What follows belongs to an exercise in optimizing a design on an open flow for small area, a short achievable clock period and few clock cycles per item; a production flow would make more cautious choices. Function was checked by simulation only, so behaviour that the tests miss may differ from the original. No driver is modelled on the clock port, so clocking that relies on it looks cheaper here than on a real chip. Power figures rest on the tool's default switching activity, not on a simulated workload.

// mkMACBuff
module mkMACBuff (
    input  CLK,
    input  RST_N,
    input  EN_mac,
    output RDY_mac,
    input  [15:0] mac_vectA_0,
    input  [15:0] mac_vectB_0,
    input  [15:0] mac_vectA_1,
    input  [15:0] mac_vectB_1,
    input  [15:0] mac_vectA_2,
    input  [15:0] mac_vectB_2,
    input  [15:0] mac_vectA_3,
    input  [15:0] mac_vectB_3,
    output EN_writeMem,
    output [5:0] writeMem_addr,
    output [33:0] writeMem_val,
    input  EN_blockRead,
    output RDY_blockRead,
    output EN_readMem,
    output [5:0] readMem_addr,
    input  [33:0] readMem_val,
    output VALID_memVal,
    output [33:0] memVal_data
);
    logic [15:0] a0, b0, a1, b1, a2, b2, a3, b3;
    assign a0 = mac_vectA_0;
    assign b0 = mac_vectB_0;
    assign a1 = mac_vectA_1;
    assign b1 = mac_vectB_1;
    assign a2 = mac_vectA_2;
    assign b2 = mac_vectB_2;
    assign a3 = mac_vectA_3;
    assign b3 = mac_vectB_3;
logic [33:0] res;
reg [15:0] a0_r, b0_r, a1_r, b1_r, a2_r, b2_r, a3_r, b3_r;
always_ff @(posedge CLK) begin
    a0_r <= a0; b0_r <= b0;
    a1_r <= a1; b1_r <= b1;
    a2_r <= a2; b2_r <= b2;
    a3_r <= a3; b3_r <= b3;
end
wire pp0_0_0 = ~(a0_r[0] & b0_r[0]);
wire pp0_0_1 = ~(a0_r[0] & b0_r[1]);
wire pp0_0_2 = ~(a0_r[0] & b0_r[2]);
wire pp0_0_3 = ~(a0_r[0] & b0_r[3]);
wire pp0_0_4 = ~(a0_r[0] & b0_r[4]);
wire pp0_0_5 = ~(a0_r[0] & b0_r[5]);
wire pp0_0_6 = ~(a0_r[0] & b0_r[6]);
wire pp0_0_7 = ~(a0_r[0] & b0_r[7]);
wire pp0_0_8 = ~(a0_r[0] & b0_r[8]);
wire pp0_0_9 = ~(a0_r[0] & b0_r[9]);
wire pp0_0_10 = ~(a0_r[0] & b0_r[10]);
wire pp0_0_11 = ~(a0_r[0] & b0_r[11]);
wire pp0_0_12 = ~(a0_r[0] & b0_r[12]);
wire pp0_0_13 = ~(a0_r[0] & b0_r[13]);
wire pp0_0_14 = ~(a0_r[0] & b0_r[14]);
wire pp0_0_15 = ~(a0_r[0] & b0_r[15]);
wire pp0_1_0 = ~(a0_r[1] & b0_r[0]);
wire pp0_1_1 = ~(a0_r[1] & b0_r[1]);
wire pp0_1_2 = ~(a0_r[1] & b0_r[2]);
wire pp0_1_3 = ~(a0_r[1] & b0_r[3]);
wire pp0_1_4 = ~(a0_r[1] & b0_r[4]);
wire pp0_1_5 = ~(a0_r[1] & b0_r[5]);
wire pp0_1_6 = ~(a0_r[1] & b0_r[6]);
wire pp0_1_7 = ~(a0_r[1] & b0_r[7]);
wire pp0_1_8 = ~(a0_r[1] & b0_r[8]);
wire pp0_1_9 = ~(a0_r[1] & b0_r[9]);
wire pp0_1_10 = ~(a0_r[1] & b0_r[10]);
wire pp0_1_11 = ~(a0_r[1] & b0_r[11]);
wire pp0_1_12 = ~(a0_r[1] & b0_r[12]);
wire pp0_1_13 = ~(a0_r[1] & b0_r[13]);
wire pp0_1_14 = ~(a0_r[1] & b0_r[14]);
wire pp0_1_15 = ~(a0_r[1] & b0_r[15]);
wire pp0_2_0 = ~(a0_r[2] & b0_r[0]);
  ...
Size: about 3400 cells after synthesis, roughly 690 flip-flops, roughly 250 I/O pins, about 41000 um^2 of cells after synthesis.
==> flow/config.mk <==
export PLATFORM = sky130hd
export DESIGN_NAME = mkMACBuff
export DESIGN_NICKNAME = mkMACBuff
export VERILOG_FILES = /design/flow/design.v
export SDC_FILE = /design/flow/constraint.sdc
export NUM_CORES = 4
export LEC_CHECK = 0
export CAP_MARGIN = 20
export CORE_MARGIN = 2
export CORE_UTILIZATION = 40
export CTS_CLUSTER_DIAMETER = 100
export CTS_CLUSTER_SIZE = 20
export SETUP_SLACK_MARGIN = 2.0
export SLEW_MARGIN = 20
export SYNTH_HIERARCHICAL = 1
export SYNTH_MINIMUM_KEEP_SIZE = 0
==> flow/constraint.sdc <==
create_clock -name core_clock -period 4.5 [get_ports {CLK}]
set_input_delay 0.9000 -clock core_clock [delete_from_list [all_inputs] [get_ports {CLK}]]
set_output_delay 0.9000 -clock core_clock [all_outputs]
set_load 0.01 [all_outputs]
standard.sh (not shown) runs the stock make flow with config.mk's settings and CLKGATE_MAP_FILE= SYNTH_SCRIPT=/design/flow/synth_recipe.tcl, a recipe that flattens the netlist after the stock synthesis.
==> flow/flow/run.sh <==
#!/bin/bash
# The standard layout (the standard.sh, standard synthesis unchanged), with
# one change: the port buffers that global placement inserts on every input
# and output are buf_2 cells instead of the default choice.
# Each ORFS step writes its full log under orfs/logs/; make's own output goes
# to standard.log.
bash standard.sh BUFFER_PORTS_ARGS="-buffer_cell sky130_fd_sc_hd__buf_2" finish > standard.log 2>&1
Testbench counts at the start, summed over its fixed seeds: cycles 14,464, items 12,288.
Then changed:
==> flow/flow/run.sh (replaced) <==
#!/bin/bash
# The standard layout (the standard.sh, standard synthesis unchanged), with
# two changes:
#  - the port buffers that global placement inserts on every input and output
#    are buf_2 cells instead of the default choice;
#  - before clock tree synthesis, flow/t1_clock.tcl puts the first tree
#    register bank (t1_*) behind one extra clock buffer: useful skew between
#    register banks inside the datapath (no port-facing register is moved).
# Each ORFS step writes its full log under orfs/logs/; make's own output goes
# to standard.log.
bash standard.sh BUFFER_PORTS_ARGS="-buffer_cell sky130_fd_sc_hd__buf_2" \
  PRE_CTS_TCL="$PWD/flow/t1_clock.tcl" finish > standard.log 2>&1
==> flow/flow/t1_clock.tcl (new file) <==
# Hook run before clock tree synthesis: the first tree register bank (t1_*)
# gets its clock through one extra clock buffer, so its clock arrives a
# little later than the other registers' (useful skew between the input
# registers, whose paths to t1 are the longest register-to-register paths,
# and the t2 registers). Only paths between registers are affected: t1
# registers neither take inputs from ports nor drive outputs.
set block [ord::get_db_block]
set clk_net [$block findNet CLK]
set master [[ord::get_db] findMaster sky130_fd_sc_hd__clkbuf_16]
set buf [odb::dbInst_create $block $master skew_t1_clkbuf]
set net [odb::dbNet_create $block skew_t1_clk]
$net setSigType CLOCK
[$buf findITerm A] connect $clk_net
[$buf findITerm X] connect $net
set n 0
set sx 0
set sy 0
foreach inst [$block getInsts] {
  if {[string match "t1_*" [$inst getName]] && [string match "sky130_fd_sc_hd__df*" [[$inst getMaster] getName]]} {
    set it [$inst findITerm CLK]
    $it disconnect
    $it connect $net
    set loc [$inst getLocation]
    incr sx [lindex $loc 0]
    incr sy [lindex $loc 1]
    incr n
  }
}
$buf setLocation [expr {$sx / $n}] [expr {$sy / $n}]
$buf setPlacementStatus PLACED
puts "t1_clock.tcl: moved $n t1 registers to clock net skew_t1_clk"
- die area is unchanged
- combinational power stays flat
- worst setup slack gets better by 23 ps
- routed wire length is higher by about 0.6%
- maximum frequency rises by 0.94%
- sequential power barely changes
- design area hardly moves
- clock power climbs by 12%
Then changed:
==> flow/run.sh (new file) <==
#!/bin/bash
# synth_recipe.tcl (not shown) runs the flow's synth.tcl, then flattens the netlist and writes it again
# the make line also repeats each setting of config.mk as NAME=value (left out here)
make -C /OpenROAD-flow-scripts/flow DESIGN_CONFIG=/design/flow/config.mk WORK_HOME=/design/flow/orfs CLKGATE_MAP_FILE= SYNTH_SCRIPT=/design/flow/synth_recipe.tcl finish
--- a/flow/config.mk
+++ b/flow/config.mk
@@ -11,3 +11 @@
-export CTS_CLUSTER_DIAMETER = 100
-export CTS_CLUSTER_SIZE = 20
-export SETUP_SLACK_MARGIN = 2.0
+export SETUP_SLACK_MARGIN = 2.1
removed: flow/flow/run.sh
removed: flow/flow/t1_clock.tcl
removed: flow/standard.sh
=> Utilization goes up by 3.5 points; setup slack degrades by 16 ps; total power goes up by about 8%; die area does not change; fmax goes down by 0.62%; global-route usage goes up by 0.63 points; flip-flop and latch count is unchanged; wire length goes up by about 3%; design area goes up by 8.1%.
Then changed:
==> flow/flow/run.sh (new file) <==
#!/bin/bash
# The standard layout (the standard.sh, standard synthesis unchanged), with
# one change: the port buffers that global placement inserts on every input
# and output are buf_2 cells instead of the default choice.
# Each ORFS step writes its full log under orfs/logs/; make's own output goes
# to standard.log.
bash standard.sh BUFFER_PORTS_ARGS="-buffer_cell sky130_fd_sc_hd__buf_2" finish > standard.log 2>&1
==> flow/standard.sh (new file) <==
#!/bin/bash
# synth_recipe.tcl (not shown) runs the flow's synth.tcl, then flattens the netlist and writes it again
# the make line also repeats each setting of config.mk as NAME=value (left out here)
make -C /OpenROAD-flow-scripts/flow DESIGN_CONFIG=/design/flow/config.mk WORK_HOME=/design/flow/orfs CLKGATE_MAP_FILE= SYNTH_SCRIPT=/design/flow/synth_recipe.tcl "${@:-finish}"
--- a/flow/config.mk
+++ b/flow/config.mk
@@ -11 +11,3 @@
-export SETUP_SLACK_MARGIN = 2.1
+export CTS_CLUSTER_DIAMETER = 100
+export CTS_CLUSTER_SIZE = 20
+export SETUP_SLACK_MARGIN = 1.95
removed: flow/run.sh
Result:
- The changed run went through all stages and came out clean
- area after synthesis stays the same
- final area drops by 7.7%
- die area does not change

-- afterwards: timing with drivers on the ports --
In the flow no input, the clock included, has a driving cell. The finished layouts below were timed again as built, in two steps.
Step 1 assumes that a clkbuf_16 drives the clock port and a buf_2 every other input.
Step 2 moves the port delays by t, midway between the first and last clock arrival at a register: inputs arrive t later, outputs are due t later. That takes back most of the time a late clock gives input paths.
Three values: ideal, step 1, step 2; two values: the first two.
| run | shift t [ns] | setup WS [ns] | worst hold slack (ns) | slew at the worst register clock pin (ns) | cell pins on the clock port's net |
|---|---|---|---|---|---|
| the first run | 0.708 | 1.995 / 1.995 / 1.995 | 0.261 / 0.217 / 0.330 | 0.09 / 0.09 | 1 |
| the second run | 0.905 | 2.018 / 2.018 / 2.018 | 0.149 / 0.092 / 0.332 | 0.10 / 0.10 | 2 |
| the third run | 0.716 | 2.003 / 2.003 / 2.003 | 0.326 / 0.326 / 0.326 | 0.07 / 0.07 | 1 |
| the fourth run | 0.708 | 1.916 / 1.916 / 1.916 | 0.260 / 0.216 / 0.331 | 0.09 / 0.09 | 1 |
After both steps setup and hold are still met in every run listed.
